Source: an optimization exercise on an open RTL-to-GDS flow (aim: small area and a short achievable clock period). Production flows keep margins and buffers that such runs may drop. RTL that was checked went through simulation tests only; none was proved equivalent to the original. The clock input has no modelled driver; a real chip could not lean on it and would need a root buffer or a full tree.

## red
==> flow/design.v (excerpt) <==
module adc_display(
    input         clk,
    input         ready,
    input  [15:0] data,
    output [15:0] LED,
    output [3:0]  dig0,
    output [3:0]  dig1,
    output [3:0]  dig2,
    output [3:0]  dig3,
    output [3:0]  dig4,
    output [3:0]  dig5,
    output [3:0]  dig6
);
Size: ~130 cells after synthesis, roughly 23 flip-flops, about 0.0017 mm² of cells after synthesis.
export LEC_CHECK = 0
export CAP_MARGIN = 20
export CORE_MARGIN = 2
export CORE_UTILIZATION = 40
export SLEW_MARGIN = 20
export SYNTH_HIERARCHICAL = 1
create_clock -name core_clock -period 25.0 [get_ports {clk}]
standard.sh (not shown) runs the stock make flow with config.mk's settings and CLKGATE_MAP_FILE= SYNTH_SCRIPT=/design/flow/synth_recipe.tcl, a recipe that flattens the netlist after the stock synthesis.
==> flow/flow/run.sh <==
#!/bin/bash
# The standard layout, with three changes to how it is built:
# - the port buffers are the smallest plain buffer (buf_1) instead of the delay
#   buffer that buffer_ports picks on its own;
# - clock tree synthesis inserts no dummy load cells;
# - after clock tree synthesis, one root buffer drives every flip-flop
#   (flow/cts_hook.tcl), in place of a root and two leaf buffers.
set -euo pipefail
export BUFFER_PORTS_ARGS="-buffer_cell sky130_fd_sc_hd__buf_1"
export CTS_ARGS="-sink_clustering_enable -repair_clock_nets -dont_use_dummy_load"
export POST_CTS_TCL="$(pwd)/flow/cts_hook.tcl"
export CLOCK_ROOT_CELL=sky130_fd_sc_hd__clkbuf_16
export SETUP_SLACK_MARGIN=15.7
export SETUP_MOVE_SEQUENCE=swap
bash standard.sh finish > standard.log 2>&1
==> flow/flow/cts_hook.tcl <==
# After clock tree synthesis: the design has few flip-flops, so drive all of
# them from the root clock buffer (upsized so their clock slew stays low) and
# remove the leaf buffers of the tree.
set block [ord::get_db_block]
set root [$block findInst clkbuf_0_clk]
set rootnet [[$root findITerm X] getNet]
foreach it [$rootnet getITerms] {
  set inst [$it getInst]
  if {$inst eq $root} { continue }
  if {![string match "*clkbuf*" [[$inst getMaster] getName]]} { continue }
  set leafnet [[$inst findITerm X] getNet]
  foreach sink [$leafnet getITerms] {
    if {[$sink getInst] eq $inst} { continue }
    $sink disconnect
    $sink connect $rootnet
  }
  puts "clock hook: removed [$inst getName]"
  odb::dbInst_destroy $inst
  odb::dbNet_destroy $leafnet
}
$root swapMaster [[ord::get_db] findMaster $::env(CLOCK_ROOT_CELL)]
puts "clock hook: root [$root getName] is [[$root getMaster] getName], driving [llength [$rootnet getITerms]] pins"
detailed_placement
estimate_parasitics -placement
report_clock_skew
--- input diff red..blue ---
--- a/flow/flow/run.sh
+++ b/flow/flow/run.sh
@@ -11,5 +11,3 @@
 export POST_CTS_TCL="$(pwd)/flow/cts_hook.tcl"
 export CLOCK_ROOT_CELL=sky130_fd_sc_hd__clkbuf_16
-export SETUP_SLACK_MARGIN=15.7
-export SETUP_MOVE_SEQUENCE=swap
 bash standard.sh finish > standard.log 2>&1
## What came out
Density: blue sparser than red. The final worst setup slack reported for blue is smaller than that of red by 0.060 ns. In terms of die footprint, blue and red differ only marginally.

* * *

The RTL this note starts from:
==> flow/design.v <==
module full_add(input a, input b, input ci, output s, output co);
    assign s  = a ^ b ^ ci;
    assign co = (a & b) | (a & ci) | (b & ci);
endmodule
module half_add(input a, input b, output s, output co);
    assign s  = a ^ b;
    assign co = a & b;
endmodule
module and_bit(input a, input b, output y);
    assign y = a & b;
endmodule
module carry3(input a, input b, input ci, output co);
    assign co = (a & b) | (a & ci) | (b & ci);
endmodule
module times_five_hi #(parameter M = 12, parameter L = 3)
        (input [M-1:0] x, input cin, output [M-2:L] s, output [3:0] d);
    wire [M+2:L] t;
    wire [M:L]   cy;             
    assign cy[L] = cin;
    genvar j;
    generate
        for (j = L; j < M; j = j + 1) begin : add
            full_add fa(.a(x[j]), .b(x[j-2]), .ci(cy[j]), .s(t[j]), .co(cy[j+1]));
        end
    endgenerate
    wire cm1;
    half_add top0(.a(x[M-2]), .b(cy[M]), .s(t[M]),   .co(cm1));
    half_add top1(.a(x[M-1]), .b(cm1),   .s(t[M+1]), .co(t[M+2]));
    assign d = t[M+2:M-1];
    assign s = t[M-2:L];
endmodule
module frac_digits_hi(input [11:0] c, output full, output [3:0] d5, d4, output [9:0] x2);
    wire [10:0] x1;
    wire [9:0]  y2;
    wire [3:0]  e5, e4;
    wire        c1_3, c2_3;
    assign x1[1:0] = c[1:0];
    half_add h1(.a(c[2]), .b(c[0]), .s(x1[2]), .co(c1_3));
    times_five_hi #(12, 3) s1(.x(c), .cin(c1_3), .s(x1[10:3]), .d(e5));
    assign y2[2:0] = c[2:0];
    assign c2_3 = x1[2] & x1[0];
    times_five_hi #(11, 3) s2(.x(x1), .cin(c2_3), .s(y2[9:3]), .d(e4));
    assign full = &c[11:2] & (c[1] | c[0]);
    wire keep = ~full;
    wire [1:0] m5, m4;
    and_bit k53(.a(e5[3]), .b(keep), .y(m5[1]));
    and_bit k50(.a(e5[0]), .b(keep), .y(m5[0]));
    and_bit k43(.a(e4[3]), .b(keep), .y(m4[1]));
    and_bit k40(.a(e4[0]), .b(keep), .y(m4[0]));
    assign d5 = {m5[1], e5[2:1], m5[0]};
    assign d4 = {m4[1], e4[2:1], m4[0]};
    genvar i;
    generate
        for (i = 0; i < 10; i = i + 1) begin : mask
            and_bit k(.a(y2[i]), .b(keep), .y(x2[i]));
        end
    endgenerate
endmodule
module frac_digits_lo(input [9:0] x2, output [3:0] d3, d2, d1, d0);
    wire [8:0] x3;
    wire [7:0] x4;
    wire [6:0] x5;
    wire [5:0] x6;
    wire       c3_3, c4_3, c6_4;
    assign x3[1:0] = x2[1:0];
    half_add h3(.a(x2[2]), .b(x2[0]), .s(x3[2]), .co(c3_3));
    times_five_hi #(10, 3) s3(.x(x2), .cin(c3_3), .s(x3[8:3]), .d(d3));
    assign x4[2:0] = x2[2:0];
    assign c4_3 = x3[2] & x3[0];
    times_five_hi #(9, 3) s4(.x(x3), .cin(c4_3), .s(x4[7:3]), .d(d2));
    assign x5[2:0] = x3[2:0];
    times_five_hi #(8, 3) s5(.x(x4), .cin(c3_3), .s(x5[6:3]), .d(d1));
    assign x6[3:0] = x2[3:0];
    carry3 k6(.a(x5[3]), .b(x5[1]), .ci(c4_3), .co(c6_4));
    times_five_hi #(7, 4) s6(.x(x5), .cin(c6_4), .s(x6[5:4]), .d(d0));
endmodule
module led_bar(input [3:0] level, output [15:0] LED);
    genvar i;
    generate
        for (i = 0; i < 16; i = i + 1) begin : bar
            assign LED[i] = (level >= i);
        end
    endgenerate
endmodule
module adc_display(
    input         clk,
    input         ready,
    input  [15:0] data,
    output [15:0] LED,
    output [3:0]  dig0,
    output [3:0]  dig1,
    output [3:0]  dig2,
    output [3:0]  dig3,
    output [3:0]  dig4,
    output [3:0]  dig5,
    output [3:0]  dig6
);
    wire       full;
    wire [3:0] d5, d4;
    wire [9:0] x2;
    frac_digits_hi conv_hi(.c(data[15:4]), .full(full), .d5(d5), .d4(d4), .x2(x2));
    reg        full_q;
    reg [3:0]  d5_q, d4_q;
    reg [9:0]  x2_q;
    reg [3:0]  level;
    always @(posedge clk) begin
        full_q <= full;
        d5_q   <= d5;
        d4_q   <= d4;
        x2_q   <= x2;
        if (ready) level <= data[15:12];
    end
    led_bar bar(.level(level), .LED(LED));
    frac_digits_lo conv_lo(.x2(x2_q), .d3(dig3), .d2(dig2), .d1(dig1), .d0(dig0));
    assign dig4 = d4_q;
    assign dig5 = d5_q;
    assign dig6 = {3'b000, full_q};
endmodule
Settings: LEC_CHECK=0, CAP_MARGIN=20, CORE_MARGIN=2, CORE_UTILIZATION=40, SLEW_MARGIN=20, SYNTH_HIERARCHICAL=1; clock period 25.0 ns.
==> flow/flow/run.sh <==
#!/bin/bash
# The standard layout, with three changes to how it is built:
# - the port buffers are the smallest plain buffer (buf_1) instead of the delay
#   buffer that buffer_ports picks on its own;
# - clock tree synthesis inserts no dummy load cells;
# - after clock tree synthesis, one root buffer drives every flip-flop
#   (flow/cts_hook.tcl), in place of a root and two leaf buffers.
set -euo pipefail
export BUFFER_PORTS_ARGS="-buffer_cell sky130_fd_sc_hd__buf_1"
export CTS_ARGS="-sink_clustering_enable -repair_clock_nets -dont_use_dummy_load"
export POST_CTS_TCL="$(pwd)/flow/cts_hook.tcl"
export CLOCK_ROOT_CELL=sky130_fd_sc_hd__clkbuf_8
bash standard.sh finish > standard.log 2>&1
Scripts as last shown in full above: flow/flow/cts_hook.tcl
The baseline completed without violations.
Rerun with:
==> flow/flow/run.sh (replaced) <==
#!/bin/bash
# The standard layout, with two changes to how it is built:
# - the port buffers are the smallest plain buffer (buf_1) instead of the delay
#   buffer that buffer_ports picks on its own;
# - clock tree synthesis inserts no dummy load cells and clusters all the
#   flip-flops under one buffer.
set -euo pipefail
export BUFFER_PORTS_ARGS="-buffer_cell sky130_fd_sc_hd__buf_1"
export CTS_ARGS="-sink_clustering_enable -repair_clock_nets -dont_use_dummy_load -sink_clustering_size 30 -sink_clustering_max_diameter 200"
bash standard.sh finish > standard.log 2>&1
- ABC_AREA: default -> 1
removed: flow/flow/cts_hook.tcl
Effect: Via count came out higher by 10%; non-clock buffer count is unchanged; wire length falls by 2.8%; global-route usage goes down by 1.7 points; first-iteration DRC count goes up by 78%; flip-flop and latch count is unchanged; worst setup slack gains 0.016 ns; synthesized cell count grows by 22%; clock-buffer cell count went up by 2; cell area came out higher by 3.5%.
Rerun with:
--- a/flow/flow/run.sh
+++ b/flow/flow/run.sh
@@ -9,0 +10 @@
+export SETUP_SLACK_MARGIN=15.6
- ABC_AREA: 1 -> default
After rerunning: Fmax grows by about 4.4%. Final area grows by about 8%. Die area shrinks by about 0.7%. Global-route usage grows by 1.8 points. Sequential share of layout area shrinks by 1.6 points. Via count shrinks by about 2.1%.
Function was not checked in any run of this note: the RTL went through the layout flow alone.

what the ideal ports hide:
No port has a modelled driver above. Below, the same layouts with a new extraction and two added sets of constraints.
Step 1 assumes that a clkbuf_16 drives the clock port and a buf_2 every other input.
Step 2 times the ports against the registers' clock, not the clock port: input delays grow and output delays shrink by t, the midpoint of the rising clock arrivals with the driver on.
a / b / c = no drivers / after step 1 / after step 2; a / b = the first two.
| run | t (ns) | setup WS [ns] | worst data-port slew with drivers (ns) |
|---|---|---|---|
| red | 0.176 | 15.363 / 15.335 / 15.446 | 0.03 |
| blue | 0.174 | 15.303 / 15.276 / 15.308 | 0.04 |
| the first run of note 2 | 0.197 | 15.214 / 15.189 / 15.340 | 0.03 |
| the second run of note 2 | 0.276 | 15.230 / 15.207 / 15.343 | 0.03 |
| the third run of note 2 | 0.278 | 15.640 / 15.614 / 15.459 | 0.03 |
After both steps every run listed still meets setup and hold. For the third run of note 2, which loses most, drivers alone change the setup slack by -0.026 ns; drivers and shift together by -0.181 ns.
